This design comes from an exercise in tuning for small area and a short achievable clock period on the open sky130 flow, not from production work.
Where RTL was checked, it was by simulation tests only, not by an equivalence proof against the original.
Function not checked in runs 1 and 2: the RTL went through the layout flow alone.

==> design/flow/design.v <==
module fullreg #(  parameter N = 16 )(
    input [N-1:0] d,
    output reg [N-1:0] q,
    input clk,
    input en,
    input clr,  
    input rst   
    );
always @(posedge clk,posedge rst) begin
    if(rst)
        q=0;
    else    
    if(en==1)begin
        if(clr)
            q=0;
        else
            q=d;
    end
end
endmodule
`timescale 1ns / 1ps
module adder
   #(parameter integer N=16)
   (
    input  [N-1:0] x1,
    input  [N-1:0] x2,
    output  [N-1:0] y
    );
    assign y=$unsigned(x1)+$unsigned(x2);
endmodule
module fa_cell(input a, input b, input c, output s, output co);
  assign s = a ^ b ^ c;
  assign co = (a & b) | (a & c) | (b & c);
endmodule
module ha_cell(input a, input b, output s, output co);
  assign s = a ^ b;
  assign co = a & b;
endmodule
`timescale 1ns / 1ps
module mult
   #(parameter integer N=9)
   (
    input  [N-1:0] x1,
    input  [N-1:0] x2,
    output  [2*N-1:0] y
    );
    assign y=$signed(x1)*$signed(x2);
endmodule
module mac(
    input [15:0] x1,
    input [15:0] x2,
    input clk,
    input rst,
    input en,
    output [39:0] y
    );
reg [39:0] S;
reg [39:0] C;
wire s1;
wire c2;
wire s3;
wire c4;
wire s5;
wire c6;
wire s7;
wire c8;
wire s9;
wire c10;
wire s11;
wire c12;
wire s13;
wire c14;
wire s15;
wire c16;
wire s17;
wire c18;
wire s19;
wire c20;
wire s21;
wire c22;
wire s23;
wire c24;
wire s25;
wire c26;
wire s27;
wire c28;
wire s29;
wire c30;
wire s31;
wire c32;
wire s33;
wire c34;
wire s35;
wire c36;
wire s37;
wire c38;
wire s39;
wire c40;
wire s41;
wire c42;
wire s43;
wire c44;
wire s45;
wire c46;
wire s47;
wire c48;
wire s49;
wire c50;
wire s51;
wire c52;
wire s53;
wire c54;
wire s55;
wire c56;
wire s57;
wire c58;
wire s59;
wire c60;
wire s61;
wire c62;
wire s63;
wire c64;
wire s65;
wire c66;
wire s67;
wire c68;
wire s69;
wire c70;
wire s71;
wire c72;
wire s73;
wire c74;
wire s75;
wire c76;
wire s77;
wire c78;
wire s79;
wire c80;
wire s81;
wire c82;
wire s83;
wire c84;
wire s85;
wire c86;
wire s87;
wire c88;
wire s89;
wire c90;
wire s91;
wire c92;
wire s93;
wire c94;
wire s95;
wire c96;
wire s97;
wire c98;
wire s99;
wire c100;
wire s101;
wire c102;
wire s103;
wire c104;
wire s105;
wire c106;
wire s107;
wire c108;
wire s109;
wire c110;
wire s111;
wire c112;
wire s113;
wire c114;
wire s115;
wire c116;
wire s117;
wire c118;
wire s119;
wire c120;
wire s121;
wire c122;
wire s123;
wire c124;
wire s125;
wire c126;
wire s127;
wire c128;
wire s129;
wire c130;
wire s131;
wire c132;
wire s133;
wire c134;
wire s135;
wire c136;
wire s137;
wire c138;
wire s139;
wire c140;
wire s141;
wire c142;
wire s143;
wire c144;
wire s145;
wire c146;
wire s147;
wire c148;
wire s149;
wire c150;
wire s151;
wire c152;
wire s153;
wire c154;
wire s155;
wire c156;
wire s157;
wire c158;
wire s159;
wire c160;
wire s161;
wire c162;
wire s163;
wire c164;
wire s165;
wire c166;
wire s167;
wire c168;
wire s169;
wire c170;
wire s171;
wire c172;
wire s173;
wire c174;
wire s175;
wire c176;
wire s177;
wire c178;
wire s179;
wire c180;
wire s181;
wire c182;
wire s183;
wire c184;
wire s185;
wire c186;
wire s187;
wire c188;
wire s189;
wire c190;
wire s191;
wire c192;
wire s193;
wire c194;
wire s195;
wire c196;
wire s197;
wire c198;
wire s199;
wire c200;
wire s201;
wire c202;
wire s203;
wire c204;
wire s205;
wire c206;
wire s207;
wire c208;
wire s209;
wire c210;
wire s211;
wire c212;
wire s213;
wire c214;
wire s215;
wire c216;
wire s217;
wire c218;
wire s219;
wire c220;
wire s221;
wire c222;
wire s223;
wire c224;
wire s225;
wire c226;
wire s227;
wire c228;
wire s229;
wire c230;
wire s231;
wire c232;
wire s233;
wire c234;
wire s235;
wire c236;
wire s237;
wire c238;
wire s239;
wire c240;
wire s241;
wire c242;
wire s243;
wire c244;
wire s245;
wire c246;
wire s247;
wire c248;
wire s249;
wire c250;
wire s251;
wire c252;
wire s253;
wire c254;
wire s255;
wire c256;
wire s257;
wire c258;
wire s259;
wire c260;
wire s261;
wire c262;
wire s263;
wire c264;
wire s265;
wire c266;
wire s267;
wire c268;
wire s269;
wire c270;
wire s271;
wire c272;
wire s273;
wire c274;
wire s275;
wire c276;
wire s277;
wire c278;
wire s279;
wire c280;
wire s281;
wire c282;
wire s283;
wire c284;
wire s285;
wire c286;
wire s287;
wire c288;
wire s289;
wire c290;
wire s291;
wire c292;
wire s293;
wire c294;
wire s295;
wire c296;
wire s297;
wire c298;
wire s299;
wire c300;
wire s301;
wire c302;
wire s303;
wire c304;
wire one0 = en & (x2[0] ^ 1'b0);
wire two0 = en & ((x2[1] & ~x2[0] & ~1'b0) | (~x2[1] & x2[0] & 1'b0));
wire neg0 = en & x2[1];
wire pp0_0 = ((one0 & x1[0]) | (two0 & 1'b0)) ^ neg0;
wire pp0_1 = ((one0 & x1[1]) | (two0 & x1[0])) ^ neg0;
wire pp0_2 = ((one0 & x1[2]) | (two0 & x1[1])) ^ neg0;
wire pp0_3 = ((one0 & x1[3]) | (two0 & x1[2])) ^ neg0;
wire pp0_4 = ((one0 & x1[4]) | (two0 & x1[3])) ^ neg0;
wire pp0_5 = ((one0 & x1[5]) | (two0 & x1[4])) ^ neg0;
wire pp0_6 = ((one0 & x1[6]) | (two0 & x1[5])) ^ neg0;
wire pp0_7 = ((one0 & x1[7]) | (two0 & x1[6])) ^ neg0;
wire pp0_8 = ((one0 & x1[8]) | (two0 & x1[7])) ^ neg0;
wire pp0_9 = ((one0 & x1[9]) | (two0 & x1[8])) ^ neg0;
wire pp0_10 = ((one0 & x1[10]) | (two0 & x1[9])) ^ neg0;
wire pp0_11 = ((one0 & x1[11]) | (two0 & x1[10])) ^ neg0;
wire pp0_12 = ((one0 & x1[12]) | (two0 & x1[11])) ^ neg0;
wire pp0_13 = ((one0 & x1[13]) | (two0 & x1[12])) ^ neg0;
wire pp0_14 = ((one0 & x1[14]) | (two0 & x1[13])) ^ neg0;
wire pp0_15 = ((one0 & x1[15]) | (two0 & x1[14])) ^ neg0;
wire pp0_16 = ~(((one0 & x1[15]) | (two0 & x1[15])) ^ neg0);
wire one1 = en & (x2[2] ^ x2[1]);
wire two1 = en & ((x2[3] & ~x2[2] & ~x2[1]) | (~x2[3] & x2[2] & x2[1]));
wire neg1 = en & x2[3];
wire pp1_0 = ((one1 & x1[0]) | (two1 & 1'b0)) ^ neg1;
wire pp1_1 = ((one1 & x1[1]) | (two1 & x1[0])) ^ neg1;
wire pp1_2 = ((one1 & x1[2]) | (two1 & x1[1])) ^ neg1;
wire pp1_3 = ((one1 & x1[3]) | (two1 & x1[2])) ^ neg1;
wire pp1_4 = ((one1 & x1[4]) | (two1 & x1[3])) ^ neg1;
wire pp1_5 = ((one1 & x1[5]) | (two1 & x1[4])) ^ neg1;
wire pp1_6 = ((one1 & x1[6]) | (two1 & x1[5])) ^ neg1;
wire pp1_7 = ((one1 & x1[7]) | (two1 & x1[6])) ^ neg1;
wire pp1_8 = ((one1 & x1[8]) | (two1 & x1[7])) ^ neg1;
wire pp1_9 = ((one1 & x1[9]) | (two1 & x1[8])) ^ neg1;
wire pp1_10 = ((one1 & x1[10]) | (two1 & x1[9])) ^ neg1;
wire pp1_11 = ((one1 & x1[11]) | (two1 & x1[10])) ^ neg1;
wire pp1_12 = ((one1 & x1[12]) | (two1 & x1[11])) ^ neg1;
wire pp1_13 = ((one1 & x1[13]) | (two1 & x1[12])) ^ neg1;
wire pp1_14 = ((one1 & x1[14]) | (two1 & x1[13])) ^ neg1;
wire pp1_15 = ((one1 & x1[15]) | (two1 & x1[14])) ^ neg1;
wire pp1_16 = ~(((one1 & x1[15]) | (two1 & x1[15])) ^ neg1);
wire one2 = en & (x2[4] ^ x2[3]);
wire two2 = en & ((x2[5] & ~x2[4] & ~x2[3]) | (~x2[5] & x2[4] & x2[3]));
wire neg2 = en & x2[5];
wire pp2_0 = ((one2 & x1[0]) | (two2 & 1'b0)) ^ neg2;
wire pp2_1 = ((one2 & x1[1]) | (two2 & x1[0])) ^ neg2;
wire pp2_2 = ((one2 & x1[2]) | (two2 & x1[1])) ^ neg2;
wire pp2_3 = ((one2 & x1[3]) | (two2 & x1[2])) ^ neg2;
wire pp2_4 = ((one2 & x1[4]) | (two2 & x1[3])) ^ neg2;
wire pp2_5 = ((one2 & x1[5]) | (two2 & x1[4])) ^ neg2;
wire pp2_6 = ((one2 & x1[6]) | (two2 & x1[5])) ^ neg2;
wire pp2_7 = ((one2 & x1[7]) | (two2 & x1[6])) ^ neg2;
wire pp2_8 = ((one2 & x1[8]) | (two2 & x1[7])) ^ neg2;
wire pp2_9 = ((one2 & x1[9]) | (two2 & x1[8])) ^ neg2;
wire pp2_10 = ((one2 & x1[10]) | (two2 & x1[9])) ^ neg2;
wire pp2_11 = ((one2 & x1[11]) | (two2 & x1[10])) ^ neg2;
wire pp2_12 = ((one2 & x1[12]) | (two2 & x1[11])) ^ neg2;
wire pp2_13 = ((one2 & x1[13]) | (two2 & x1[12])) ^ neg2;
wire pp2_14 = ((one2 & x1[14]) | (two2 & x1[13])) ^ neg2;
wire pp2_15 = ((one2 & x1[15]) | (two2 & x1[14])) ^ neg2;
wire pp2_16 = ~(((one2 & x1[15]) | (two2 & x1[15])) ^ neg2);
wire one3 = en & (x2[6] ^ x2[5]);
wire two3 = en & ((x2[7] & ~x2[6] & ~x2[5]) | (~x2[7] & x2[6] & x2[5]));
wire neg3 = en & x2[7];
wire pp3_0 = ((one3 & x1[0]) | (two3 & 1'b0)) ^ neg3;
wire pp3_1 = ((one3 & x1[1]) | (two3 & x1[0])) ^ neg3;
wire pp3_2 = ((one3 & x1[2]) | (two3 & x1[1])) ^ neg3;
wire pp3_3 = ((one3 & x1[3]) | (two3 & x1[2])) ^ neg3;
wire pp3_4 = ((one3 & x1[4]) | (two3 & x1[3])) ^ neg3;
wire pp3_5 = ((one3 & x1[5]) | (two3 & x1[4])) ^ neg3;
wire pp3_6 = ((one3 & x1[6]) | (two3 & x1[5])) ^ neg3;
wire pp3_7 = ((one3 & x1[7]) | (two3 & x1[6])) ^ neg3;
wire pp3_8 = ((one3 & x1[8]) | (two3 & x1[7])) ^ neg3;
wire pp3_9 = ((one3 & x1[9]) | (two3 & x1[8])) ^ neg3;
wire pp3_10 = ((one3 & x1[10]) | (two3 & x1[9])) ^ neg3;
wire pp3_11 = ((one3 & x1[11]) | (two3 & x1[10])) ^ neg3;
wire pp3_12 = ((one3 & x1[12]) | (two3 & x1[11])) ^ neg3;
wire pp3_13 = ((one3 & x1[13]) | (two3 & x1[12])) ^ neg3;
wire pp3_14 = ((one3 & x1[14]) | (two3 & x1[13])) ^ neg3;
wire pp3_15 = ((one3 & x1[15]) | (two3 & x1[14])) ^ neg3;
wire pp3_16 = ~(((one3 & x1[15]) | (two3 & x1[15])) ^ neg3);
wire one4 = en & (x2[8] ^ x2[7]);
wire two4 = en & ((x2[9] & ~x2[8] & ~x2[7]) | (~x2[9] & x2[8] & x2[7]));
wire neg4 = en & x2[9];
wire pp4_0 = ((one4 & x1[0]) | (two4 & 1'b0)) ^ neg4;
wire pp4_1 = ((one4 & x1[1]) | (two4 & x1[0])) ^ neg4;
wire pp4_2 = ((one4 & x1[2]) | (two4 & x1[1])) ^ neg4;
wire pp4_3 = ((one4 & x1[3]) | (two4 & x1[2])) ^ neg4;
wire pp4_4 = ((one4 & x1[4]) | (two4 & x1[3])) ^ neg4;
wire pp4_5 = ((one4 & x1[5]) | (two4 & x1[4])) ^ neg4;
wire pp4_6 = ((one4 & x1[6]) | (two4 & x1[5])) ^ neg4;
wire pp4_7 = ((one4 & x1[7]) | (two4 & x1[6])) ^ neg4;
wire pp4_8 = ((one4 & x1[8]) | (two4 & x1[7])) ^ neg4;
wire pp4_9 = ((one4 & x1[9]) | (two4 & x1[8])) ^ neg4;
wire pp4_10 = ((one4 & x1[10]) | (two4 & x1[9])) ^ neg4;
wire pp4_11 = ((one4 & x1[11]) | (two4 & x1[10])) ^ neg4;
wire pp4_12 = ((one4 & x1[12]) | (two4 & x1[11])) ^ neg4;
wire pp4_13 = ((one4 & x1[13]) | (two4 & x1[12])) ^ neg4;
wire pp4_14 = ((one4 & x1[14]) | (two4 & x1[13])) ^ neg4;
wire pp4_15 = ((one4 & x1[15]) | (two4 & x1[14])) ^ neg4;
wire pp4_16 = ~(((one4 & x1[15]) | (two4 & x1[15])) ^ neg4);
wire one5 = en & (x2[10] ^ x2[9]);
wire two5 = en & ((x2[11] & ~x2[10] & ~x2[9]) | (~x2[11] & x2[10] & x2[9]));
wire neg5 = en & x2[11];
wire pp5_0 = ((one5 & x1[0]) | (two5 & 1'b0)) ^ neg5;
wire pp5_1 = ((one5 & x1[1]) | (two5 & x1[0])) ^ neg5;
wire pp5_2 = ((one5 & x1[2]) | (two5 & x1[1])) ^ neg5;
wire pp5_3 = ((one5 & x1[3]) | (two5 & x1[2])) ^ neg5;
wire pp5_4 = ((one5 & x1[4]) | (two5 & x1[3])) ^ neg5;
wire pp5_5 = ((one5 & x1[5]) | (two5 & x1[4])) ^ neg5;
wire pp5_6 = ((one5 & x1[6]) | (two5 & x1[5])) ^ neg5;
wire pp5_7 = ((one5 & x1[7]) | (two5 & x1[6])) ^ neg5;
wire pp5_8 = ((one5 & x1[8]) | (two5 & x1[7])) ^ neg5;
wire pp5_9 = ((one5 & x1[9]) | (two5 & x1[8])) ^ neg5;
wire pp5_10 = ((one5 & x1[10]) | (two5 & x1[9])) ^ neg5;
wire pp5_11 = ((one5 & x1[11]) | (two5 & x1[10])) ^ neg5;
wire pp5_12 = ((one5 & x1[12]) | (two5 & x1[11])) ^ neg5;
wire pp5_13 = ((one5 & x1[13]) | (two5 & x1[12])) ^ neg5;
wire pp5_14 = ((one5 & x1[14]) | (two5 & x1[13])) ^ neg5;
wire pp5_15 = ((one5 & x1[15]) | (two5 & x1[14])) ^ neg5;
wire pp5_16 = ~(((one5 & x1[15]) | (two5 & x1[15])) ^ neg5);
wire one6 = en & (x2[12] ^ x2[11]);
wire two6 = en & ((x2[13] & ~x2[12] & ~x2[11]) | (~x2[13] & x2[12] & x2[11]));
wire neg6 = en & x2[13];
wire pp6_0 = ((one6 & x1[0]) | (two6 & 1'b0)) ^ neg6;
wire pp6_1 = ((one6 & x1[1]) | (two6 & x1[0])) ^ neg6;
wire pp6_2 = ((one6 & x1[2]) | (two6 & x1[1])) ^ neg6;
wire pp6_3 = ((one6 & x1[3]) | (two6 & x1[2])) ^ neg6;
wire pp6_4 = ((one6 & x1[4]) | (two6 & x1[3])) ^ neg6;
wire pp6_5 = ((one6 & x1[5]) | (two6 & x1[4])) ^ neg6;
wire pp6_6 = ((one6 & x1[6]) | (two6 & x1[5])) ^ neg6;
wire pp6_7 = ((one6 & x1[7]) | (two6 & x1[6])) ^ neg6;
wire pp6_8 = ((one6 & x1[8]) | (two6 & x1[7])) ^ neg6;
wire pp6_9 = ((one6 & x1[9]) | (two6 & x1[8])) ^ neg6;
wire pp6_10 = ((one6 & x1[10]) | (two6 & x1[9])) ^ neg6;
wire pp6_11 = ((one6 & x1[11]) | (two6 & x1[10])) ^ neg6;
wire pp6_12 = ((one6 & x1[12]) | (two6 & x1[11])) ^ neg6;
wire pp6_13 = ((one6 & x1[13]) | (two6 & x1[12])) ^ neg6;
wire pp6_14 = ((one6 & x1[14]) | (two6 & x1[13])) ^ neg6;
wire pp6_15 = ((one6 & x1[15]) | (two6 & x1[14])) ^ neg6;
wire pp6_16 = ~(((one6 & x1[15]) | (two6 & x1[15])) ^ neg6);
wire one7 = en & (x2[14] ^ x2[13]);
wire two7 = en & ((x2[15] & ~x2[14] & ~x2[13]) | (~x2[15] & x2[14] & x2[13]));
wire neg7 = en & x2[15];
wire pp7_0 = ((one7 & x1[0]) | (two7 & 1'b0)) ^ neg7;
wire pp7_1 = ((one7 & x1[1]) | (two7 & x1[0])) ^ neg7;
wire pp7_2 = ((one7 & x1[2]) | (two7 & x1[1])) ^ neg7;
wire pp7_3 = ((one7 & x1[3]) | (two7 & x1[2])) ^ neg7;
wire pp7_4 = ((one7 & x1[4]) | (two7 & x1[3])) ^ neg7;
wire pp7_5 = ((one7 & x1[5]) | (two7 & x1[4])) ^ neg7;
wire pp7_6 = ((one7 & x1[6]) | (two7 & x1[5])) ^ neg7;
wire pp7_7 = ((one7 & x1[7]) | (two7 & x1[6])) ^ neg7;
wire pp7_8 = ((one7 & x1[8]) | (two7 & x1[7])) ^ neg7;
wire pp7_9 = ((one7 & x1[9]) | (two7 & x1[8])) ^ neg7;
wire pp7_10 = ((one7 & x1[10]) | (two7 & x1[9])) ^ neg7;
wire pp7_11 = ((one7 & x1[11]) | (two7 & x1[10])) ^ neg7;
wire pp7_12 = ((one7 & x1[12]) | (two7 & x1[11])) ^ neg7;
wire pp7_13 = ((one7 & x1[13]) | (two7 & x1[12])) ^ neg7;
wire pp7_14 = ((one7 & x1[14]) | (two7 & x1[13])) ^ neg7;
wire pp7_15 = ((one7 & x1[15]) | (two7 & x1[14])) ^ neg7;
wire pp7_16 = ~(((one7 & x1[15]) | (two7 & x1[15])) ^ neg7);
ha_cell hs1 (.a(y[14]), .b(neg7), .s(s1), .co(c2));
ha_cell hs3 (.a(y[15]), .b(pp0_15), .s(s3), .co(c4));
assign s5 = ~(y[16] ^ pp0_16);
assign c6 = y[16] | pp0_16;
assign s7 = ~y[17];
assign c8 = y[17];
ha_cell hs9 (.a(y[8]), .b(neg4), .s(s9), .co(c10));
ha_cell hs11 (.a(y[9]), .b(pp0_9), .s(s11), .co(c12));
fa_cell fs13 (.a(y[10]), .b(neg5), .c(pp0_10), .s(s13), .co(c14));
ha_cell hs15 (.a(pp1_8), .b(pp2_6), .s(s15), .co(c16));
fa_cell fs17 (.a(y[11]), .b(pp0_11), .c(pp1_9), .s(s17), .co(c18));
ha_cell hs19 (.a(pp2_7), .b(pp3_5), .s(s19), .co(c20));
fa_cell fs21 (.a(y[12]), .b(neg6), .c(pp0_12), .s(s21), .co(c22));
fa_cell fs23 (.a(pp1_10), .b(pp2_8), .c(pp3_6), .s(s23), .co(c24));
ha_cell hs25 (.a(pp4_4), .b(pp5_2), .s(s25), .co(c26));
fa_cell fs27 (.a(y[13]), .b(pp0_13), .c(pp1_11), .s(s27), .co(c28));
fa_cell fs29 (.a(pp2_9), .b(pp3_7), .c(pp4_5), .s(s29), .co(c30));
ha_cell hs31 (.a(pp5_3), .b(pp6_1), .s(s31), .co(c32));
fa_cell fs33 (.a(s1), .b(pp0_14), .c(pp1_12), .s(s33), .co(c34));
fa_cell fs35 (.a(pp2_10), .b(pp3_8), .c(pp4_6), .s(s35), .co(c36));
fa_cell fs37 (.a(pp5_4), .b(pp6_2), .c(pp7_0), .s(s37), .co(c38));
fa_cell fs39 (.a(c2), .b(pp1_13), .c(pp2_11), .s(s39), .co(c40));
fa_cell fs41 (.a(pp3_9), .b(pp4_7), .c(pp5_5), .s(s41), .co(c42));
fa_cell fs43 (.a(pp6_3), .b(pp7_1), .c(s3), .s(s43), .co(c44));
fa_cell fs45 (.a(pp1_14), .b(pp2_12), .c(pp3_10), .s(s45), .co(c46));
fa_cell fs47 (.a(pp4_8), .b(pp5_6), .c(pp6_4), .s(s47), .co(c48));
fa_cell fs49 (.a(pp7_2), .b(c4), .c(s5), .s(s49), .co(c50));
fa_cell fs51 (.a(s7), .b(pp1_15), .c(pp2_13), .s(s51), .co(c52));
fa_cell fs53 (.a(pp3_11), .b(pp4_9), .c(pp5_7), .s(s53), .co(c54));
fa_cell fs55 (.a(pp6_5), .b(pp7_3), .c(c6), .s(s55), .co(c56));
fa_cell fs57 (.a(y[18]), .b(c8), .c(pp1_16), .s(s57), .co(c58));
fa_cell fs59 (.a(pp2_14), .b(pp3_12), .c(pp4_10), .s(s59), .co(c60));
fa_cell fs61 (.a(pp5_8), .b(pp6_6), .c(pp7_4), .s(s61), .co(c62));
assign s63 = ~(y[19] ^ pp2_15);
assign c64 = y[19] | pp2_15;
fa_cell fs65 (.a(pp3_13), .b(pp4_11), .c(pp5_9), .s(s65), .co(c66));
ha_cell hs67 (.a(pp6_7), .b(pp7_5), .s(s67), .co(c68));
fa_cell fs69 (.a(y[20]), .b(pp2_16), .c(pp3_14), .s(s69), .co(c70));
fa_cell fs71 (.a(pp4_12), .b(pp5_10), .c(pp6_8), .s(s71), .co(c72));
assign s73 = ~(y[21] ^ pp3_15);
assign c74 = y[21] | pp3_15;
ha_cell hs75 (.a(pp4_13), .b(pp5_11), .s(s75), .co(c76));
fa_cell fs77 (.a(y[22]), .b(pp3_16), .c(pp4_14), .s(s77), .co(c78));
assign s79 = ~y[23];
assign c80 = y[23];
ha_cell hs81 (.a(y[4]), .b(neg2), .s(s81), .co(c82));
ha_cell hs83 (.a(y[5]), .b(pp0_5), .s(s83), .co(c84));
fa_cell fs85 (.a(y[6]), .b(neg3), .c(pp0_6), .s(s85), .co(c86));
ha_cell hs87 (.a(pp1_4), .b(pp2_2), .s(s87), .co(c88));
fa_cell fs89 (.a(y[7]), .b(pp0_7), .c(pp1_5), .s(s89), .co(c90));
ha_cell hs91 (.a(pp2_3), .b(pp3_1), .s(s91), .co(c92));
fa_cell fs93 (.a(s9), .b(pp0_8), .c(pp1_6), .s(s93), .co(c94));
fa_cell fs95 (.a(pp2_4), .b(pp3_2), .c(pp4_0), .s(s95), .co(c96));
fa_cell fs97 (.a(c10), .b(pp1_7), .c(pp2_5), .s(s97), .co(c98));
fa_cell fs99 (.a(pp3_3), .b(pp4_1), .c(s11), .s(s99), .co(c100));
fa_cell fs101 (.a(pp3_4), .b(pp4_2), .c(pp5_0), .s(s101), .co(c102));
fa_cell fs103 (.a(c12), .b(s15), .c(s13), .s(s103), .co(c104));
fa_cell fs105 (.a(pp4_3), .b(pp5_1), .c(c16), .s(s105), .co(c106));
fa_cell fs107 (.a(s19), .b(c14), .c(s17), .s(s107), .co(c108));
fa_cell fs109 (.a(pp6_0), .b(c20), .c(s25), .s(s109), .co(c110));
fa_cell fs111 (.a(c18), .b(s21), .c(s23), .s(s111), .co(c112));
fa_cell fs113 (.a(c26), .b(s31), .c(c22), .s(s113), .co(c114));
fa_cell fs115 (.a(c24), .b(s27), .c(s29), .s(s115), .co(c116));
fa_cell fs117 (.a(c32), .b(c28), .c(c30), .s(s117), .co(c118));
fa_cell fs119 (.a(s33), .b(s35), .c(s37), .s(s119), .co(c120));
fa_cell fs121 (.a(c34), .b(c36), .c(c38), .s(s121), .co(c122));
fa_cell fs123 (.a(s39), .b(s41), .c(s43), .s(s123), .co(c124));
fa_cell fs125 (.a(c40), .b(c42), .c(s45), .s(s125), .co(c126));
fa_cell fs127 (.a(s47), .b(c44), .c(s49), .s(s127), .co(c128));
fa_cell fs129 (.a(c46), .b(c48), .c(s51), .s(s129), .co(c130));
fa_cell fs131 (.a(s53), .b(c50), .c(s55), .s(s131), .co(c132));
fa_cell fs133 (.a(c52), .b(c54), .c(s57), .s(s133), .co(c134));
fa_cell fs135 (.a(s59), .b(s61), .c(c56), .s(s135), .co(c136));
fa_cell fs137 (.a(s67), .b(c58), .c(c60), .s(s137), .co(c138));
fa_cell fs139 (.a(c62), .b(s63), .c(s65), .s(s139), .co(c140));
fa_cell fs141 (.a(pp7_6), .b(c68), .c(c64), .s(s141), .co(c142));
fa_cell fs143 (.a(c66), .b(s69), .c(s71), .s(s143), .co(c144));
fa_cell fs145 (.a(pp6_9), .b(pp7_7), .c(s75), .s(s145), .co(c146));
fa_cell fs147 (.a(c70), .b(c72), .c(s73), .s(s147), .co(c148));
fa_cell fs149 (.a(pp5_12), .b(pp6_10), .c(pp7_8), .s(s149), .co(c150));
fa_cell fs151 (.a(c76), .b(c74), .c(s77), .s(s151), .co(c152));
fa_cell fs153 (.a(s79), .b(pp4_15), .c(pp5_13), .s(s153), .co(c154));
fa_cell fs155 (.a(pp6_11), .b(pp7_9), .c(c78), .s(s155), .co(c156));
fa_cell fs157 (.a(y[24]), .b(c80), .c(pp4_16), .s(s157), .co(c158));
fa_cell fs159 (.a(pp5_14), .b(pp6_12), .c(pp7_10), .s(s159), .co(c160));
assign s161 = ~(y[25] ^ pp5_15);
assign c162 = y[25] | pp5_15;
ha_cell hs163 (.a(pp6_13), .b(pp7_11), .s(s163), .co(c164));
fa_cell fs165 (.a(y[26]), .b(pp5_16), .c(pp6_14), .s(s165), .co(c166));
assign s167 = ~y[27];
assign c168 = y[27];
ha_cell hs169 (.a(y[2]), .b(neg1), .s(s169), .co(c170));
ha_cell hs171 (.a(y[3]), .b(pp0_3), .s(s171), .co(c172));
fa_cell fs173 (.a(s81), .b(pp0_4), .c(pp1_2), .s(s173), .co(c174));
fa_cell fs175 (.a(c82), .b(pp1_3), .c(pp2_1), .s(s175), .co(c176));
fa_cell fs177 (.a(pp3_0), .b(c84), .c(s87), .s(s177), .co(c178));
fa_cell fs179 (.a(c88), .b(s91), .c(c86), .s(s179), .co(c180));
fa_cell fs181 (.a(c92), .b(c90), .c(s93), .s(s181), .co(c182));
fa_cell fs183 (.a(c94), .b(c96), .c(s97), .s(s183), .co(c184));
fa_cell fs185 (.a(c98), .b(s101), .c(c100), .s(s185), .co(c186));
fa_cell fs187 (.a(c102), .b(s105), .c(c104), .s(s187), .co(c188));
fa_cell fs189 (.a(c106), .b(s109), .c(c108), .s(s189), .co(c190));
fa_cell fs191 (.a(c110), .b(c112), .c(s113), .s(s191), .co(c192));
fa_cell fs193 (.a(c114), .b(c116), .c(s117), .s(s193), .co(c194));
fa_cell fs195 (.a(c118), .b(c120), .c(s121), .s(s195), .co(c196));
fa_cell fs197 (.a(c122), .b(s125), .c(c124), .s(s197), .co(c198));
fa_cell fs199 (.a(c126), .b(s129), .c(c128), .s(s199), .co(c200));
fa_cell fs201 (.a(c130), .b(s133), .c(c132), .s(s201), .co(c202));
fa_cell fs203 (.a(c134), .b(s137), .c(s139), .s(s203), .co(c204));
fa_cell fs205 (.a(c138), .b(c140), .c(s141), .s(s205), .co(c206));
fa_cell fs207 (.a(s145), .b(c142), .c(c144), .s(s207), .co(c208));
fa_cell fs209 (.a(s149), .b(c146), .c(c148), .s(s209), .co(c210));
fa_cell fs211 (.a(c150), .b(s153), .c(c152), .s(s211), .co(c212));
fa_cell fs213 (.a(c154), .b(s157), .c(s159), .s(s213), .co(c214));
fa_cell fs215 (.a(s163), .b(c158), .c(c160), .s(s215), .co(c216));
fa_cell fs217 (.a(pp7_12), .b(c164), .c(c162), .s(s217), .co(c218));
fa_cell fs219 (.a(s167), .b(pp6_15), .c(pp7_13), .s(s219), .co(c220));
fa_cell fs221 (.a(y[28]), .b(c168), .c(pp6_16), .s(s221), .co(c222));
assign s223 = ~y[29];
assign c224 = y[29];
ha_cell hs225 (.a(y[0]), .b(neg0), .s(s225), .co(c226));
ha_cell hs227 (.a(y[1]), .b(pp0_1), .s(s227), .co(c228));
fa_cell fs229 (.a(s169), .b(pp0_2), .c(pp1_0), .s(s229), .co(c230));
fa_cell fs231 (.a(c170), .b(pp1_1), .c(s171), .s(s231), .co(c232));
fa_cell fs233 (.a(pp2_0), .b(c172), .c(s173), .s(s233), .co(c234));
fa_cell fs235 (.a(s83), .b(c174), .c(s175), .s(s235), .co(c236));
fa_cell fs237 (.a(c176), .b(s85), .c(s177), .s(s237), .co(c238));
fa_cell fs239 (.a(s89), .b(c178), .c(s179), .s(s239), .co(c240));
fa_cell fs241 (.a(s95), .b(c180), .c(s181), .s(s241), .co(c242));
fa_cell fs243 (.a(s99), .b(c182), .c(s183), .s(s243), .co(c244));
fa_cell fs245 (.a(c184), .b(s103), .c(s185), .s(s245), .co(c246));
fa_cell fs247 (.a(s107), .b(c186), .c(s187), .s(s247), .co(c248));
fa_cell fs249 (.a(s111), .b(c188), .c(s189), .s(s249), .co(c250));
fa_cell fs251 (.a(s115), .b(c190), .c(s191), .s(s251), .co(c252));
fa_cell fs253 (.a(s119), .b(c192), .c(s193), .s(s253), .co(c254));
fa_cell fs255 (.a(s123), .b(c194), .c(s195), .s(s255), .co(c256));
fa_cell fs257 (.a(c196), .b(s127), .c(s197), .s(s257), .co(c258));
fa_cell fs259 (.a(s131), .b(c198), .c(s199), .s(s259), .co(c260));
fa_cell fs261 (.a(s135), .b(c200), .c(s201), .s(s261), .co(c262));
fa_cell fs263 (.a(c136), .b(s203), .c(c202), .s(s263), .co(c264));
fa_cell fs265 (.a(s143), .b(c204), .c(s205), .s(s265), .co(c266));
fa_cell fs267 (.a(s147), .b(c206), .c(s207), .s(s267), .co(c268));
fa_cell fs269 (.a(s151), .b(c208), .c(s209), .s(s269), .co(c270));
fa_cell fs271 (.a(s155), .b(c210), .c(s211), .s(s271), .co(c272));
fa_cell fs273 (.a(c156), .b(s213), .c(c212), .s(s273), .co(c274));
fa_cell fs275 (.a(s161), .b(c214), .c(s215), .s(s275), .co(c276));
fa_cell fs277 (.a(s165), .b(c216), .c(s217), .s(s277), .co(c278));
fa_cell fs279 (.a(c166), .b(s219), .c(c218), .s(s279), .co(c280));
fa_cell fs281 (.a(pp7_14), .b(c220), .c(s221), .s(s281), .co(c282));
fa_cell fs283 (.a(s223), .b(pp7_15), .c(c222), .s(s283), .co(c284));
fa_cell fs285 (.a(y[30]), .b(c224), .c(pp7_16), .s(s285), .co(c286));
assign s287 = ~y[31];
assign c288 = y[31];
assign s289 = ~y[32];
assign c290 = y[32];
assign s291 = ~y[33];
assign c292 = y[33];
assign s293 = ~y[34];
assign c294 = y[34];
assign s295 = ~y[35];
assign c296 = y[35];
assign s297 = ~y[36];
assign c298 = y[36];
assign s299 = ~y[37];
assign c300 = y[37];
assign s301 = ~y[38];
assign c302 = y[38];
assign s303 = ~y[39];
assign c304 = y[39];
wire [39:0] Sn = {c302, c300, c298, c296, c294, c292, c290, c288, c286, c284, c282, c280, c278, c276, c274, c272, c270, c268, c266, c264, c262, c260, c258, c256, c254, c252, c250, c248, c246, c244, c242, c240, c238, c236, c234, c232, c230, c228, c226, pp0_0};
wire [39:0] Cn = {s303, s301, s299, s297, s295, s293, s291, s289, s287, s285, s283, s281, s279, s277, s275, s273, s271, s269, s267, s265, s263, s261, s259, s257, s255, s253, s251, s249, s247, s245, s243, s241, s239, s237, s235, s233, s231, s229, s227, s225};
always @(posedge clk or posedge rst)
  if (rst) begin
    S <= 40'd0;
    C <= 40'd0;
  end else begin
    S <= Sn;
    C <= Cn;
  end
wire [39:0] ya = S[39:0], yb = C[39:0];
wire [39:0] p0 = ya ^ yb, g0 = ya & yb;
wire bg0_1 = g0[1] | (p0[1] & g0[0]);
wire bp0_1 = p0[1] & p0[0];
wire bg0_3 = g0[3] | (p0[3] & g0[2]);
wire bp0_3 = p0[3] & p0[2];
wire bg0_5 = g0[5] | (p0[5] & g0[4]);
wire bp0_5 = p0[5] & p0[4];
wire bg0_7 = g0[7] | (p0[7] & g0[6]);
wire bp0_7 = p0[7] & p0[6];
wire bg0_9 = g0[9] | (p0[9] & g0[8]);
wire bp0_9 = p0[9] & p0[8];
wire bg0_11 = g0[11] | (p0[11] & g0[10]);
wire bp0_11 = p0[11] & p0[10];
wire bg0_13 = g0[13] | (p0[13] & g0[12]);
wire bp0_13 = p0[13] & p0[12];
wire bg0_15 = g0[15] | (p0[15] & g0[14]);
wire bp0_15 = p0[15] & p0[14];
wire bg0_17 = g0[17] | (p0[17] & g0[16]);
wire bp0_17 = p0[17] & p0[16];
wire bg0_19 = g0[19] | (p0[19] & g0[18]);
wire bp0_19 = p0[19] & p0[18];
wire bg0_21 = g0[21] | (p0[21] & g0[20]);
wire bp0_21 = p0[21] & p0[20];
wire bg0_23 = g0[23] | (p0[23] & g0[22]);
wire bp0_23 = p0[23] & p0[22];
wire bg0_25 = g0[25] | (p0[25] & g0[24]);
wire bp0_25 = p0[25] & p0[24];
wire bg0_27 = g0[27] | (p0[27] & g0[26]);
wire bp0_27 = p0[27] & p0[26];
wire bg0_29 = g0[29] | (p0[29] & g0[28]);
wire bp0_29 = p0[29] & p0[28];
wire bg0_31 = g0[31] | (p0[31] & g0[30]);
wire bp0_31 = p0[31] & p0[30];
wire bg0_33 = g0[33] | (p0[33] & g0[32]);
wire bp0_33 = p0[33] & p0[32];
wire bg0_35 = g0[35] | (p0[35] & g0[34]);
wire bp0_35 = p0[35] & p0[34];
wire bg0_37 = g0[37] | (p0[37] & g0[36]);
wire bp0_37 = p0[37] & p0[36];
wire bg0_39 = g0[39] | (p0[39] & g0[38]);
wire bp0_39 = p0[39] & p0[38];
wire bg1_3 = bg0_3 | (bp0_3 & bg0_1);
wire bp1_3 = bp0_3 & bp0_1;
wire bg1_7 = bg0_7 | (bp0_7 & bg0_5);
wire bp1_7 = bp0_7 & bp0_5;
wire bg1_11 = bg0_11 | (bp0_11 & bg0_9);
wire bp1_11 = bp0_11 & bp0_9;
wire bg1_15 = bg0_15 | (bp0_15 & bg0_13);
wire bp1_15 = bp0_15 & bp0_13;
wire bg1_19 = bg0_19 | (bp0_19 & bg0_17);
wire bp1_19 = bp0_19 & bp0_17;
wire bg1_23 = bg0_23 | (bp0_23 & bg0_21);
wire bp1_23 = bp0_23 & bp0_21;
wire bg1_27 = bg0_27 | (bp0_27 & bg0_25);
wire bp1_27 = bp0_27 & bp0_25;
wire bg1_31 = bg0_31 | (bp0_31 & bg0_29);
wire bp1_31 = bp0_31 & bp0_29;
wire bg1_35 = bg0_35 | (bp0_35 & bg0_33);
wire bp1_35 = bp0_35 & bp0_33;
wire bg1_39 = bg0_39 | (bp0_39 & bg0_37);
wire bp1_39 = bp0_39 & bp0_37;
wire bg2_7 = bg1_7 | (bp1_7 & bg1_3);
wire bp2_7 = bp1_7 & bp1_3;
wire bg2_15 = bg1_15 | (bp1_15 & bg1_11);
wire bp2_15 = bp1_15 & bp1_11;
wire bg2_23 = bg1_23 | (bp1_23 & bg1_19);
wire bp2_23 = bp1_23 & bp1_19;
wire bg2_31 = bg1_31 | (bp1_31 & bg1_27);
wire bp2_31 = bp1_31 & bp1_27;
wire bg2_39 = bg1_39 | (bp1_39 & bg1_35);
wire bp2_39 = bp1_39 & bp1_35;
wire bg3_15 = bg2_15 | (bp2_15 & bg2_7);
wire bp3_15 = bp2_15 & bp2_7;
wire bg3_31 = bg2_31 | (bp2_31 & bg2_23);
wire bp3_31 = bp2_31 & bp2_23;
wire bg4_31 = bg3_31 | (bp3_31 & bg3_15);
wire bp4_31 = bp3_31 & bp3_15;
wire bg8_23 = bg2_23 | (bp2_23 & bg3_15);
wire bp8_23 = bp2_23 & bp3_15;
wire bg8_39 = bg2_39 | (bp2_39 & bg4_31);
wire bp8_39 = bp2_39 & bp4_31;
wire bg9_11 = bg1_11 | (bp1_11 & bg2_7);
wire bp9_11 = bp1_11 & bp2_7;
wire bg9_19 = bg1_19 | (bp1_19 & bg3_15);
wire bp9_19 = bp1_19 & bp3_15;
wire bg9_27 = bg1_27 | (bp1_27 & bg8_23);
wire bp9_27 = bp1_27 & bp8_23;
wire bg9_35 = bg1_35 | (bp1_35 & bg4_31);
wire bp9_35 = bp1_35 & bp4_31;
wire bg10_5 = bg0_5 | (bp0_5 & bg1_3);
wire bp10_5 = bp0_5 & bp1_3;
wire bg10_9 = bg0_9 | (bp0_9 & bg2_7);
wire bp10_9 = bp0_9 & bp2_7;
wire bg10_13 = bg0_13 | (bp0_13 & bg9_11);
wire bp10_13 = bp0_13 & bp9_11;
wire bg10_17 = bg0_17 | (bp0_17 & bg3_15);
wire bp10_17 = bp0_17 & bp3_15;
wire bg10_21 = bg0_21 | (bp0_21 & bg9_19);
wire bp10_21 = bp0_21 & bp9_19;
wire bg10_25 = bg0_25 | (bp0_25 & bg8_23);
wire bp10_25 = bp0_25 & bp8_23;
wire bg10_29 = bg0_29 | (bp0_29 & bg9_27);
wire bp10_29 = bp0_29 & bp9_27;
wire bg10_33 = bg0_33 | (bp0_33 & bg4_31);
wire bp10_33 = bp0_33 & bp4_31;
wire bg10_37 = bg0_37 | (bp0_37 & bg9_35);
wire bp10_37 = bp0_37 & bp9_35;
wire bg11_2 = g0[2] | (p0[2] & bg0_1);
wire bp11_2 = p0[2] & bp0_1;
wire bg11_4 = g0[4] | (p0[4] & bg1_3);
wire bp11_4 = p0[4] & bp1_3;
wire bg11_6 = g0[6] | (p0[6] & bg10_5);
wire bp11_6 = p0[6] & bp10_5;
wire bg11_8 = g0[8] | (p0[8] & bg2_7);
wire bp11_8 = p0[8] & bp2_7;
wire bg11_10 = g0[10] | (p0[10] & bg10_9);
wire bp11_10 = p0[10] & bp10_9;
wire bg11_12 = g0[12] | (p0[12] & bg9_11);
wire bp11_12 = p0[12] & bp9_11;
wire bg11_14 = g0[14] | (p0[14] & bg10_13);
wire bp11_14 = p0[14] & bp10_13;
wire bg11_16 = g0[16] | (p0[16] & bg3_15);
wire bp11_16 = p0[16] & bp3_15;
wire bg11_18 = g0[18] | (p0[18] & bg10_17);
wire bp11_18 = p0[18] & bp10_17;
wire bg11_20 = g0[20] | (p0[20] & bg9_19);
wire bp11_20 = p0[20] & bp9_19;
wire bg11_22 = g0[22] | (p0[22] & bg10_21);
wire bp11_22 = p0[22] & bp10_21;
wire bg11_24 = g0[24] | (p0[24] & bg8_23);
wire bp11_24 = p0[24] & bp8_23;
wire bg11_26 = g0[26] | (p0[26] & bg10_25);
wire bp11_26 = p0[26] & bp10_25;
wire bg11_28 = g0[28] | (p0[28] & bg9_27);
wire bp11_28 = p0[28] & bp9_27;
wire bg11_30 = g0[30] | (p0[30] & bg10_29);
wire bp11_30 = p0[30] & bp10_29;
wire bg11_32 = g0[32] | (p0[32] & bg4_31);
wire bp11_32 = p0[32] & bp4_31;
wire bg11_34 = g0[34] | (p0[34] & bg10_33);
wire bp11_34 = p0[34] & bp10_33;
wire bg11_36 = g0[36] | (p0[36] & bg9_35);
wire bp11_36 = p0[36] & bp9_35;
wire bg11_38 = g0[38] | (p0[38] & bg10_37);
wire bp11_38 = p0[38] & bp10_37;
wire [39:0] cy = {bg11_38, bg10_37, bg11_36, bg9_35, bg11_34, bg10_33, bg11_32, bg4_31, bg11_30, bg10_29, bg11_28, bg9_27, bg11_26, bg10_25, bg11_24, bg8_23, bg11_22, bg10_21, bg11_20, bg9_19, bg11_18, bg10_17, bg11_16, bg3_15, bg11_14, bg10_13, bg11_12, bg9_11, bg11_10, bg10_9, bg11_8, bg2_7, bg11_6, bg10_5, bg11_4, bg1_3, bg11_2, bg0_1, g0[0], 1'b0};
assign y[39:0] = p0 ^ cy;
endmodule
==> design/flow/flow/run.sh <==
#!/bin/bash
MARGIN=${MARGIN:-6}
bash standard.sh SETUP_SLACK_MARGIN=$MARGIN "BUFFER_PORTS_ARGS=-buffer_cell sky130_fd_sc_hd__buf_1" finish > standard.log 2>&1
==> design/flow/standard.sh <==
#!/bin/bash
# synth_recipe.tcl (not shown) runs the flow's synth.tcl, then flattens the netlist and writes it again
# the make line also repeats each setting of config.mk as NAME=value (left out here)
make -C /OpenROAD-flow-scripts/flow DESIGN_CONFIG=/design/flow/config.mk WORK_HOME=/design/flow/orfs CLKGATE_MAP_FILE= SYNTH_SCRIPT=/design/flow/synth_recipe.tcl "${@:-finish}"
==> design/flow/config.mk <==
export PLATFORM = sky130hd
export DESIGN_NAME = mac
export DESIGN_NICKNAME = mac
export VERILOG_FILES = /design/flow/design.v
export SDC_FILE = /design/flow/constraint.sdc
export NUM_CORES = 4
export LEC_CHECK = 0
export ABC_AREA = 1
export CAP_MARGIN = 20
export CORE_MARGIN = 2
export CORE_UTILIZATION = 40
export SETUP_SLACK_MARGIN = 5
export SLEW_MARGIN = 20
export SYNTH_HIERARCHICAL = 1
==> design/flow/constraint.sdc <==
create_clock -name core_clock -period 12.0 [get_ports {clk}]
set_input_delay 2.4000 -clock core_clock [delete_from_list [all_inputs] [get_ports {clk}]]
set_output_delay 2.4000 -clock core_clock [all_outputs]
set_load 0.01 [all_outputs]
==> key figures, run 1 <==
Detailed routing
  – Final wirelength: 23,100 um
  – DRC: 0
  – Post-route ant nets: 0
  – Routed vias: 6,601
  – Drt initial violations: 507
  – Wire per inst: 18.0 um
  – DR pass1 iterations: 5
  – Vias per cell: 5.16

STA
  – Worst rel slew slack: 0.505
  – RSZ-0062 raised after global routing: no
  – Min Tclk post-route: 5730 ps
  – Actual slew at the worst max-slew pin: 741 ps
  – Setup ws final: 6270 ps
  – Final Skew: 14.7 ps
  – Worst Hold Slack: 602 ps
  – Setup TNS: 0 ps
  – Max Slew Vio Count: 0
  – # setup viols final: 0
  – Final Cycle Share: 0.477
  – Final hold violations: 0
  – Fmax: 0.175 GHz

Worst hold path
  – Worst min-delay path startpoint: S[39]
  – Hold Path Class: flop to flop

Layout
  – Fillers: 2,356
  – Commonest non-fill, non-tap cell in the layout: xor2_1
  – Register area: 2000 um2
  – Area occupied by multi-input gates: 6510 um2
  – Final non-filler cell total: 1,280
  – Most frequent cells in the layout: xor2_1 (142), fa_1 (136), inv_1 (118), o22ai_1 (108), nand2_1 (95)
  – Nets: 1,187
  – Share of cells above drive strength 1: 0.0728
  – Number of diodes: 0
  – Area Overhead vs Synth: 7.08%

Run status
  – Status: timing/DRC/antenna clean

Placement
  – DP Worst Slack: 5790 ps
  – Port bufs: 74
  – Inst Count DP: 1,259
  – Routability cong.: 0.908
  – Post-DP HPWL: 17,600 um

Setup path
  – CP top delay family: adder cells
  – Most frequent CP cell: nand2_1
  – CP max-delay cell: fa_1
  – Launch point of the critical path: C[0]
  – Worst Path Buf+Inv: 2
  – Max FO, Critical Path: 5
  – CP endpoint kind: output port
  – Crit path launch type: flop
  – Worst EP arrival: 3330 ps
  – Critical Path, Cell by Cell: ha_1, fa_1, nand2_1, nand2_1, nand3_1, nand2_1, nand2_1, nand2_2, nand2_1, nand2_1, a31o_2, fa_1, xnor2_2, inv_1, buf_1
  – Data required, critical path: 9600 ps
  – Max stage delay on crit path: 410 ps
  – Reg-to-Reg Start: C[7]
  – Kind of critical path: flop to output port

Yosys
  – EDFF count, synth: 0
  – Top_reg_cell synth: dfrtp_1
  – Register bit total from synthesis: 80
  – Synth async-reset ratio: 1.00
  – Cells after Synth: 919
  – Syn avg cell area: 10.2 um2
  – Post-synthesis sequential area ratio: 0.213
  – Synth warnings: 7
  – Netlist cell types: 32
  – Cell Area, Synth: 9380 um2
  – Mapped Nets: 1,150

Floorplanning
  – Initial Utilization: 0.403
  – Rows: 56
  – I/O pin cnt: 75
  – Placeable core area: 23,300 um2
  – Die area: 24,700 um2
  – Die Y: 157 um
  – Die span in x: 157 um

Clocking
  – CTS H-tree depth: 3
  – Maximum clock path buffer count: 2
  – TritonCTS buffer count: 9
  – CTS Root Cell: clkbuf_16
  – CTS tree: yes
  – Clk sinks: 80
  – Clk pin slew, worst setup/hold paths: 70 ps
  – Clk latency of the worst-skew pair: 360 ps

GRT
  – Initial antenna violation count: 0
  – GRT Overall Usage: 0.196
  – Vias in the first global route: 6,837
  – GR Overflow Total: 0
  – First-pass GRT wire length: 37,000 um
  – Largest net degree at the start of global routing: 45

Job
  – Max_cap viols: 0
layer usage:
| layer | wire length (um) | GRT usage | share of wire |
|---|---|---|---|
| met2 | 10600 | 0.306 | 0.46 |
| met4 | 482 | 0.0515 | 0.021 |
| met3 | 1820 | 0.0432 | 0.079 |
| met1 | 10200 | 0.276 | 0.44 |
| met5 | 0 | 0 | 0 |
modules after synthesis (local to each module, per instance):
module / times used / cell area, um2
mac: 1 / 6820
fa_cell: 116 / 20.0
ha_cell: 19 / 12.5
path summary, 6_finish.rpt:
check / end / slack, ps / cells past startpoint
hold reg to reg: C[39] / 600 / 2
max in group asynchronous: C[15] / 8870 / 3
hold / removal: C[39] / 600 / 2
setup reg to reg: C[16] / 7180 / 15
setup / recovery: y[27] / 6270 / 15
min in group asynchronous: S[39] / 2090 / 2
sequential cells by signal, indices dropped and copies added, names as in the netlist:
name,flops
C,40
S,40
cells by family after synthesis:
group,after synthesis,synth area share
AO/OA/AOI/OAI,154,0.109
buffers and inverters,193,0.0953
XOR/XNOR,155,0.145
AND/OR/NAND/NOR,141,0.0674
flip-flops,80,0.213
adder cells (fa/ha/maj),196,0.370
area by class of cell:
cell class	count	area share
flip-flops and latches	80	0.199
clock buffers	9	0.0224
multi-input cells	646	0.648
well taps	319	0.0397
clock inverters	7	0.00611
inverters	139	0.0521
repair buffers	80	0.0323
cells in the mapped netlist (11+ instances only):
cell type / number / area share
buf_2: 11 / 0.0059
buf_4: 17 / 0.014
clkbuf_1: 13 / 0.0052
dfrtp_1: 80 / 0.21
fa_1: 136 / 0.29
ha_1: 60 / 0.080
inv_1: 119 / 0.048
inv_2: 19 / 0.0076
nand2_1: 96 / 0.038
nor2_1: 30 / 0.012
o22ai_1: 108 / 0.072
o22ai_2: 12 / 0.016
xnor2_1: 13 / 0.012
xor2_1: 142 / 0.13
through the flow:
stage	utilization	area [um2]
after floorplan	-	9380
after global placement	0.417	9690
after detailed placement	0.417	9690
after CTS	0.429	9990
after global routing	0.432	10000
final	0.432	10000
what timing repair did:
action | 4_1_cts | 5_1_grt
setup endpoints to repair | 2 | 6
endpoints found under the hold margin | 0 | 0
buffers inserted | 0 | 5
gates resized for setup | 2 | 3
pin swaps | 0 | 2
hold buffers | 0 | 0
worst reg2reg max path, stage by stage, from the launching register on:
cell and delay, ps:
dfrtp_1 370, ha_1 330, nand2_1 90, nor2_1 110, nand3_1 70, nand2_1 170
inv_1 110, o21bai_1 250, a31oi_1 150, fa_1 390, xnor2_1 540, ha_1 350
fa_1 450, fa_1 390, fa_1 520, fa_1 410
==> run 2, diff against run 1 <==
==> design/flow/flow/run.sh (replaced) <==
#!/bin/bash
# The standard layout (standard.sh: ORFS synthesis to final layout) with a
# few extra ORFS settings; the clock, constraints and synthesis script are
# unchanged. Settings come from flow/params.sh:
#   MARGIN      setup slack that repair_timing aims for (ns)
#   PORTBUF     cell used to buffer every input and output port
#   EXTRA       further ORFS make variables
set -u
. flow/params.sh
bash standard.sh SETUP_SLACK_MARGIN=$MARGIN "BUFFER_PORTS_ARGS=-buffer_cell $PORTBUF" $EXTRA finish > standard.log 2>&1
==> design/flow/flow/params.sh (new file) <==
MARGIN=7
PORTBUF=sky130_fd_sc_hd__buf_2
EXTRA=""
==> run 2 against run 1 <==
Still clean on timing, DRC and antenna. Cell count rose by 12%. Cell area is 33% higher. Worst setup slack improved by 390 ps. Register-to-register slack got worse by 440 ps. Worst hold slack better by 42 ps. Clock-buffer cell count unchanged. Critical path type unchanged. Largest cell class unchanged.
==> key figures, run 2 <==
GRT
  – Met2 Track Usage GR: 0.343
  – GRT Overall Usage: 0.221
  – Met1 Use GR: 0.311
  – Initial antenna violation count: 0
  – Gr busiest metal: met2
  – First-pass GRT wire length: 41,400 um
  – Largest net degree at the start of global routing: 74
  – Vias in the first global route: 7,592
  – GR Overflow Total: 0
  – Met3 GRT Util: 0.0441

Detailed routing
  – Routed vias: 7,452
  – Wire per inst: 19.3 um
  – Final wirelength: 27,600 um
  – DRC: 0
  – Post-route ant nets: 0
  – DR pass1 iterations: 6
  – Vias per cell: 5.19
  – Drt initial violations: 601

Placement
  – Port bufs: 74
  – Post-DP HPWL: 17,500 um
  – Inst Count DP: 1,259
  – Routability cong.: 0.931
  – DP Worst Slack: 5930 ps
  – DP Area: 10,100 um2

Layout
  – Share of cells above drive strength 1: 0.516
  – Number of diodes: 0
  – Area Overhead vs Synth: 42.8%
  – Largest registers: C (40), S (40)
  – Final instance area: 13,400 um2
  – Commonest non-fill, non-tap cell in the layout: xor2_1
  – Nets: 1,342
  – Fillers: 1,900
  – Final design utilization: 0.576
  – Most frequent cells in the layout: xor2_1 (116), buf_4 (100), dfrtp_1 (79), inv_1 (75), fa_2 (73)
  – Final non-filler cell total: 1,435

STA
  – Max Slew Vio Count: 0
  – Final Cycle Share: 0.445
  – Worst Hold Slack: 645 ps
  – Actual slew at the worst max-slew pin: 671 ps
  – Worst rel slew slack: 0.552
  – Final hold violations: 0
  – Setup ws final: 6660 ps
  – RSZ-0062 raised after global routing: yes
  – Fmax: 0.187 GHz
  – Setup TNS: 0 ps
  – Final Skew: 17.6 ps
  – Min Tclk post-route: 5340 ps
  – # setup viols final: 0

Setup path
  – Max FO, Critical Path: 4
  – CP top delay family: adder cells
  – Worst Path Buf+Inv: 3
  – Data required, critical path: 9600 ps
  – Kind of critical path: flop to output port
  – CP max-delay cell: dfrtp_1
  – Crit path launch type: flop
  – CP endpoint kind: output port
  – Critical Path, Cell by Cell: ha_2, fa_2, nand2_2, nand2_2, nand3_2, nand2_4, nand2_4, nand2_8, nand2_4, nand2_4, nand2_2, nand2_2, buf_6, fa_2, xnor2_2, inv_2, buf_6
  – Max stage delay on crit path: 370 ps
  – Worst EP arrival: 2940 ps

Clocking
  – CTS H-tree depth: 3
  – Clk sinks: 80
  – Clk latency of the worst-skew pair: 360 ps
  – Clk pin slew, worst setup/hold paths: 70 ps
  – CTS Root Cell: clkbuf_16
  – CTS tree: yes
  – TritonCTS buffer count: 9
  – Maximum clock path buffer count: 2

Yosys
  – Largest cells by area after synthesis: fa_1 (29%), dfrtp_1 (21%), xor2_1 (13%)
  – Mapped Nets: 1,150
  – Most common cell in the netlist: xor2_1
  – Yosys top cell area share: 0.290
  – Post-synth top area cell: fa_1
  – Register bit total from synthesis: 80
  – Cell Area, Synth: 9380 um2
  – Syn avg cell area: 10.2 um2
  – EDFF count, synth: 0
  – Synth async-reset ratio: 1.00
  – Netlist cell types: 32
  – Post-synthesis sequential area ratio: 0.213
  – Synth warnings: 7
  – Top_reg_cell synth: dfrtp_1
  – Most frequent cells after synthesis: xor2_1 (142), fa_1 (136), inv_1 (119)
  – Cells after Synth: 919

Floorplanning
  – Initial Utilization: 0.403
  – Placeable core area: 23,300 um2
  – I/O pin cnt: 75
  – Die Y: 157 um
  – Die area: 24,700 um2
  – Die span in x: 157 um
  – Rows: 56

Job
  – Max_cap viols: 0

Run status
  – Status: timing/DRC/antenna clean

Worst hold path
  – Hold Path Class: flop to flop
-- run 2: cell counts after synthesis --
Identical to the previous run, type by type.
-- run 2: modules after synthesis, one instance, submodules excluded --
module   times used  flops+latches
mac               1             80
fa_cell         116              0
ha_cell          19              0
-- run 2: cells by family (layout without fill, tap and decap cells) --
logic type	count (synthesis)	after routing	synth area share
fa+ha+maj	196	196	0.370
buf+inv	193	390	0.0953
simple gates	141	141	0.0674
xor+xnor	155	155	0.145
compound gates	154	154	0.109
flops	80	80	0.213
-- run 2: final timing paths --
path	startpoint	end	slack, ps	cells past startpoint
max in group asynchronous	rst	C[8]	9210	4
worst min register to register	S[31]	C[31]	640	2
min in group asynchronous	rst	S[37]	1910	2
worst max-delay path	S[0]	y[29]	6660	17
worst min-delay path	S[31]	C[31]	640	2
worst max register to register	S[0]	C[28]	6740	32
-- run 2: cell type report --
class / instances / area, um2 / area share
Inverter: 139 / 664 / 0.0496
Sequential cell: 80 / 2000 / 0.150
Clock buffer: 9 / 225 / 0.0168
Multi-Input combinational cell: 646 / 7950 / 0.593
Clock inverter: 7 / 104 / 0.00775
Tap cell: 319 / 399 / 0.0298
Timing Repair inverter: 7 / 52.6 / 0.00392
Timing Repair Buffer: 228 / 2000 / 0.149
-- run 2: what timing repair did --
action,in CTS,in global routing
setup endpoints to repair,62,68
resized for setup,205,175
gates cloned,7,0
buffers inserted,100,52
endpoints found under the hold margin,0,0
hold buffers,0,0
pin swaps,84,91
-- run 2: tightest hold or removal path: cells and delay by family, from the launching register on --
family / cells / cell delay (ps)
DFF: 1 / 330
adders and majority gates: 1 / 190
xor gates and xnor gates: 1 / 80
-- run 2: routing by layer --
layer | vias up | part of all wire
li1 | 3323 | -
met1 | 3736 | 0.41
met2 | 312 | 0.47
met3 | 81 | 0.077
met4 | 0 | 0.034
met5 | - | 0
==> run 3, diff against run 2 <==
--- a/design/flow/design.v
+++ b/design/flow/design.v
@@ -56,5 +56,5 @@
     );
 reg [39:0] S;
-reg [39:0] C;
+reg [31:0] C;
 wire s1;
 wire c2;
@@ -690,15 +690,16 @@
 assign s303 = ~y[39];
 assign c304 = y[39];
-wire [39:0] Sn = {c302, c300, c298, c296, c294, c292, c290, c288, c286, c284, c282, c280, c278, c276, c274, c272, c270, c268, c266, c264, c262, c260, c258, c256, c254, c252, c250, c248, c246, c244, c242, c240, c238, c236, c234, c232, c230, c228, c226, pp0_0};
-wire [39:0] Cn = {s303, s301, s299, s297, s295, s293, s291, s289, s287, s285, s283, s281, s279, s277, s275, s273, s271, s269, s267, s265, s263, s261, s259, s257, s255, s253, s251, s249, s247, s245, s243, s241, s239, s237, s235, s233, s231, s229, s227, s225};
+wire [7:0] hs = {c302, c300, c298, c296, c294, c292, c290, c288} + {s303, s301, s299, s297, s295, s293, s291, s289};
+wire [39:0] Sn = {hs[7], hs[6], hs[5], hs[4], hs[3], hs[2], hs[1], hs[0], c286, c284, c282, c280, c278, c276, c274, c272, c270, c268, c266, c264, c262, c260, c258, c256, c254, c252, c250, c248, c246, c244, c242, c240, c238, c236, c234, c232, c230, c228, c226, pp0_0};
+wire [31:0] Cn = {s287, s285, s283, s281, s279, s277, s275, s273, s271, s269, s267, s265, s263, s261, s259, s257, s255, s253, s251, s249, s247, s245, s243, s241, s239, s237, s235, s233, s231, s229, s227, s225};
 always @(posedge clk or posedge rst)
   if (rst) begin
     S <= 40'd0;
-    C <= 40'd0;
+    C <= 32'd0;
   end else begin
     S <= Sn;
     C <= Cn;
   end
-wire [39:0] ya = S[39:0], yb = C[39:0];
+wire [39:0] ya = S[39:0], yb = {8'd0, C};
 wire [39:0] p0 = ya ^ yb, g0 = ya & yb;
 wire bg0_1 = g0[1] | (p0[1] & g0[0]);
==> design/flow/flow/params.sh (replaced) <==
MARGIN=6.5
PORTBUF=sky130_fd_sc_hd__buf_2
EXTRA="ABC_LOAD_IN_FF=2"
==> run 3 against run 2 <==
Worst hold slack got worse by 5.7 ps. Maximum frequency fell by 2.3%. Still clean. Critical path depth is 1 higher. Sequential share of layout area up 2.9 points.
==> key figures, run 3 <==
Run status
  – Status: timing/DRC/antenna clean

Yosys
  – Mapped Nets: 1,139
  – Register bit total from synthesis: 72
  – Cell Area, Synth: 9210 um2
  – Post-synth top area cell: fa_1
  – Syn avg cell area: 10.2 um2
  – Netlist cell types: 33
  – Cells after Synth: 906
  – Synth async-reset ratio: 1.00
  – Yosys top cell area share: 0.289
  – Largest cells by area after synthesis: fa_1 (29%), dfrtp_1 (20%), xor2_1 (14%)
  – Synth warnings: 7
  – Most common cell in the netlist: xor2_1
  – Top_reg_cell synth: dfrtp_1
  – EDFF count, synth: 0
  – Most frequent cells after synthesis: xor2_1 (145), fa_1 (133), inv_1 (110)
  – Post-synthesis sequential area ratio: 0.196

Layout
  – Commonest non-fill, non-tap cell in the layout: xor2_1
  – Final instance area: 10,100 um2
  – Fillers: 2,196
  – Final non-filler cell total: 1,233
  – Most frequent cells in the layout: xor2_1 (145), fa_1 (130), o22ai_1 (108), inv_1 (103), buf_2 (73)
  – Number of diodes: 0
  – Nets: 1,177
  – Largest registers: S (40), C (32)
  – Largest register FFs: 40
  – Share of cells above drive strength 1: 0.178
  – Area Overhead vs Synth: 9.45%
  – Biggest register: S

Worst hold path
  – Hold Path Class: flop to flop
  – Worst min-delay path startpoint: S[0]
  – Hold path depth: 2
  – Worst Hold Path EP: C[0]

STA
  – Fmax: 0.183 GHz
  – Final Skew: 8.93 ps
  – Final hold violations: 0
  – Min Tclk post-route: 5460 ps
  – Max Slew Vio Count: 0
  – Final Cycle Share: 0.455
  – # setup viols final: 0
  – Setup TNS: 0 ps
  – Worst rel slew slack: 0.374
  – Actual slew at the worst max-slew pin: 939 ps
  – RSZ-0062 raised after global routing: yes

Clocking
  – Hold buffer count at cts: 0
  – CTS Root Cell: clkbuf_16
  – CTS tree: yes
  – Clk sinks: 72
  – Clk pin slew, worst setup/hold paths: 60 ps
  – Clk latency of the worst-skew pair: 350 ps
  – TritonCTS buffer count: 9
  – CTS H-tree depth: 3
  – Maximum clock path buffer count: 2

Detailed routing
  – Post-route ant nets: 0
  – Wire per inst: 18.6 um
  – Drt initial violations: 567
  – Routed vias: 6,582
  – DR pass1 iterations: 6
  – Vias per cell: 5.34
  – DRC: 0
  – Final wirelength: 23,000 um

Setup path
  – CP top delay family: adder cells
  – Worst reg-to-reg path cell count: 17
  – Max stage delay on crit path: 380 ps
  – Worst EP arrival: 3060 ps
  – Max FO, Critical Path: 4
  – Critical Path, Cell by Cell: ha_2, fa_2, nand2_1, nand2_2, nand3_2, nand2_2, nand2_2, nand2_4, nand2_4, nand2_4, nand2_1, nand2_2, nand2_1, nand2_1, fa_2, xnor2_4, inv_2, buf_2
  – CP endpoint kind: output port
  – Worst R2R Setup Slack: 7390 ps
  – Crit path launch type: flop
  – Reg-to-Reg Start: C[0]
  – Worst Path Buf+Inv: 2
  – Launch point of the critical path: C[0]
  – Cell count along the critical path: 18
  – Kind of critical path: flop to output port
  – Reg2Reg Capture Point: C[16]
  – CP max-delay cell: fa_2
  – Data required, critical path: 9600 ps

GRT
  – Vias in the first global route: 7,058
  – First-pass GRT wire length: 37,900 um
  – Initial antenna violation count: 0
  – Largest net degree at the start of global routing: 73
  – GRT Overall Usage: 0.202
  – GR Overflow Total: 0

Floorplanning
  – Die span in x: 156 um
  – Rows: 55
  – Placeable core area: 22,600 um2
  – I/O pin cnt: 75
  – Die area: 24,300 um2
  – Die Y: 156 um
  – Initial Utilization: 0.407

Placement
  – Post-DP HPWL: 17,700 um
  – Routability cong.: 0.890
  – DP Area: 9590 um2
  – Inst Count DP: 1,212
  – Port bufs: 74

Job
  – Max_cap viols: 0
[run 3: cell types whose count changed in the layout (fill, tap and decap cells not counted), moves of 21 or more]
cell        previous run  this run
buf_2                 52        73
buf_4                100         7
buf_6                 57         0
clkinvlp_4            24         2
fa_1                  63       130
fa_2                  73         3
inv_1                 75       103
o22ai_1               54       108
o22ai_2               49        12
xor2_1               116       145
xor2_2                26         0
[run 3: cell type report]
| class | instances | area, um2 | share of cell area |
|---|---|---|---|
| timing repair buffer | 81 | 425 | 0.0422 |
| clock buffer | 9 | 225 | 0.0223 |
| tap | 285 | 357 | 0.0354 |
| inverter | 130 | 500 | 0.0496 |
| multi-input combinational | 650 | 6690 | 0.663 |
| sequential | 72 | 1800 | 0.179 |
| clock inverter | 6 | 85.1 | 0.00844 |
[run 3: cells by family (layout without fill, tap and decap cells)]
family                   count (synthesis)  after routing  synth area share
AND/OR/NAND/NOR                        126            126            0.0642
AO/OA/AOI/OAI                          165            165             0.118
adder cells (fa/ha/maj)                198            198             0.377
buffers and inverters                  184            226            0.0922
flip-flops                              72             72             0.196
XOR/XNOR                               161            161             0.153
[run 3: routing by layer]
metal | vias to the layer above | wire, um | GRT usage
met1 | 3293 | 10000 | 0.277
met2 | 240 | 11100 | 0.335
met4 | 0 | 436 | 0.0524
met5 | - | 0 | 0
met3 | 33 | 1470 | 0.0336
li1 | 3016 | - | -
[run 3: worst max-delay path by stage]
stage	endpoint	slack (ps)
6_report	y[31]	6540
5_1_grt	y[31]	6450
4_1_cts	y[31]	6420
3_5_place_dp	C[18]	5990
3_3_place_gp	C[19]	6030
2_1_floorplan	C[18]	6670
[run 3: Yosys stat by module (local to each module, per instance)]
module	cells inside	area, um2	flip-flops and latches
ha_cell	1	12.5	0
fa_cell	1	20.0	0
mac	771	6650	72
[run 3: metrics by stage]
| step | util | setup slack, ps | hold slack (ps) |
|---|---|---|---|
| after floorplan | - | 6670 | 608 |
| after global placement | 0.423 | 6030 | 619 |
| after detailed placement | 0.423 | 5990 | 625 |
| after CTS | 0.442 | 6420 | 641 |
| after global routing | 0.445 | 6450 | 662 |
| final | 0.445 | 6540 | 639 |
[run 3: timing repair]
action / in CTS / in global routing
buffers inserted: 5 / 1
endpoints found under the setup margin: 27 / 27
pin swaps: 6 / 4
cloned: 0 / 0
gates resized for setup: 18 / 26
[run 3: worst reg2reg max path: stages, from the launching register on]
cell	delay, ps
dfrtp_1	370
ha_2	190
fa_2	360
nand2_1	80
nand2_2	80
nand3_2	90
nand2_2	70
buf_4	150
inv_1	100
o21bai_2	90
a31oi_1	170
fa_1	440
inv_1	120
ha_1	260
fa_1	490
fa_1	470
fa_1	560
fa_1	400

## separate check: timing with driven ports
In the flow no input, the clock included, has a driving cell. The finished layouts below were timed again as built, in two steps.
Step 1 (the two cells are an assumption about what drives the block):
set clk [get_ports {clk}]
set_driving_cell -lib_cell sky130_fd_sc_hd__clkbuf_16 $clk
set_driving_cell -lib_cell sky130_fd_sc_hd__buf_2 [delete_from_list [all_inputs] $clk]
Step 2 times the ports against the registers' clock, not the clock port: input delays grow and output delays shrink by t, the midpoint of the rising clock arrivals with the driver on.
Slacks: ideal / step 1 / step 2; pairs: ideal / step 1.
| run | t (ns) | slack for setup (ns) | latest minus earliest clock arrival (ns) |
|---|---|---|---|
| run 1 | 0.398 | 6.273 / 6.225 / 5.936 | 0.015 / 0.014 |
| run 2 | 0.394 | 6.662 / 6.618 / 6.286 | 0.017 / 0.018 |
| run 3 | 0.392 | 6.537 / 6.489 / 6.232 | 0.009 / 0.009 |
After both steps setup and hold are still met in every run listed. The setup slack of run 2, which loses most, moves by -0.044 ns with the drivers and by -0.376 ns with both steps.
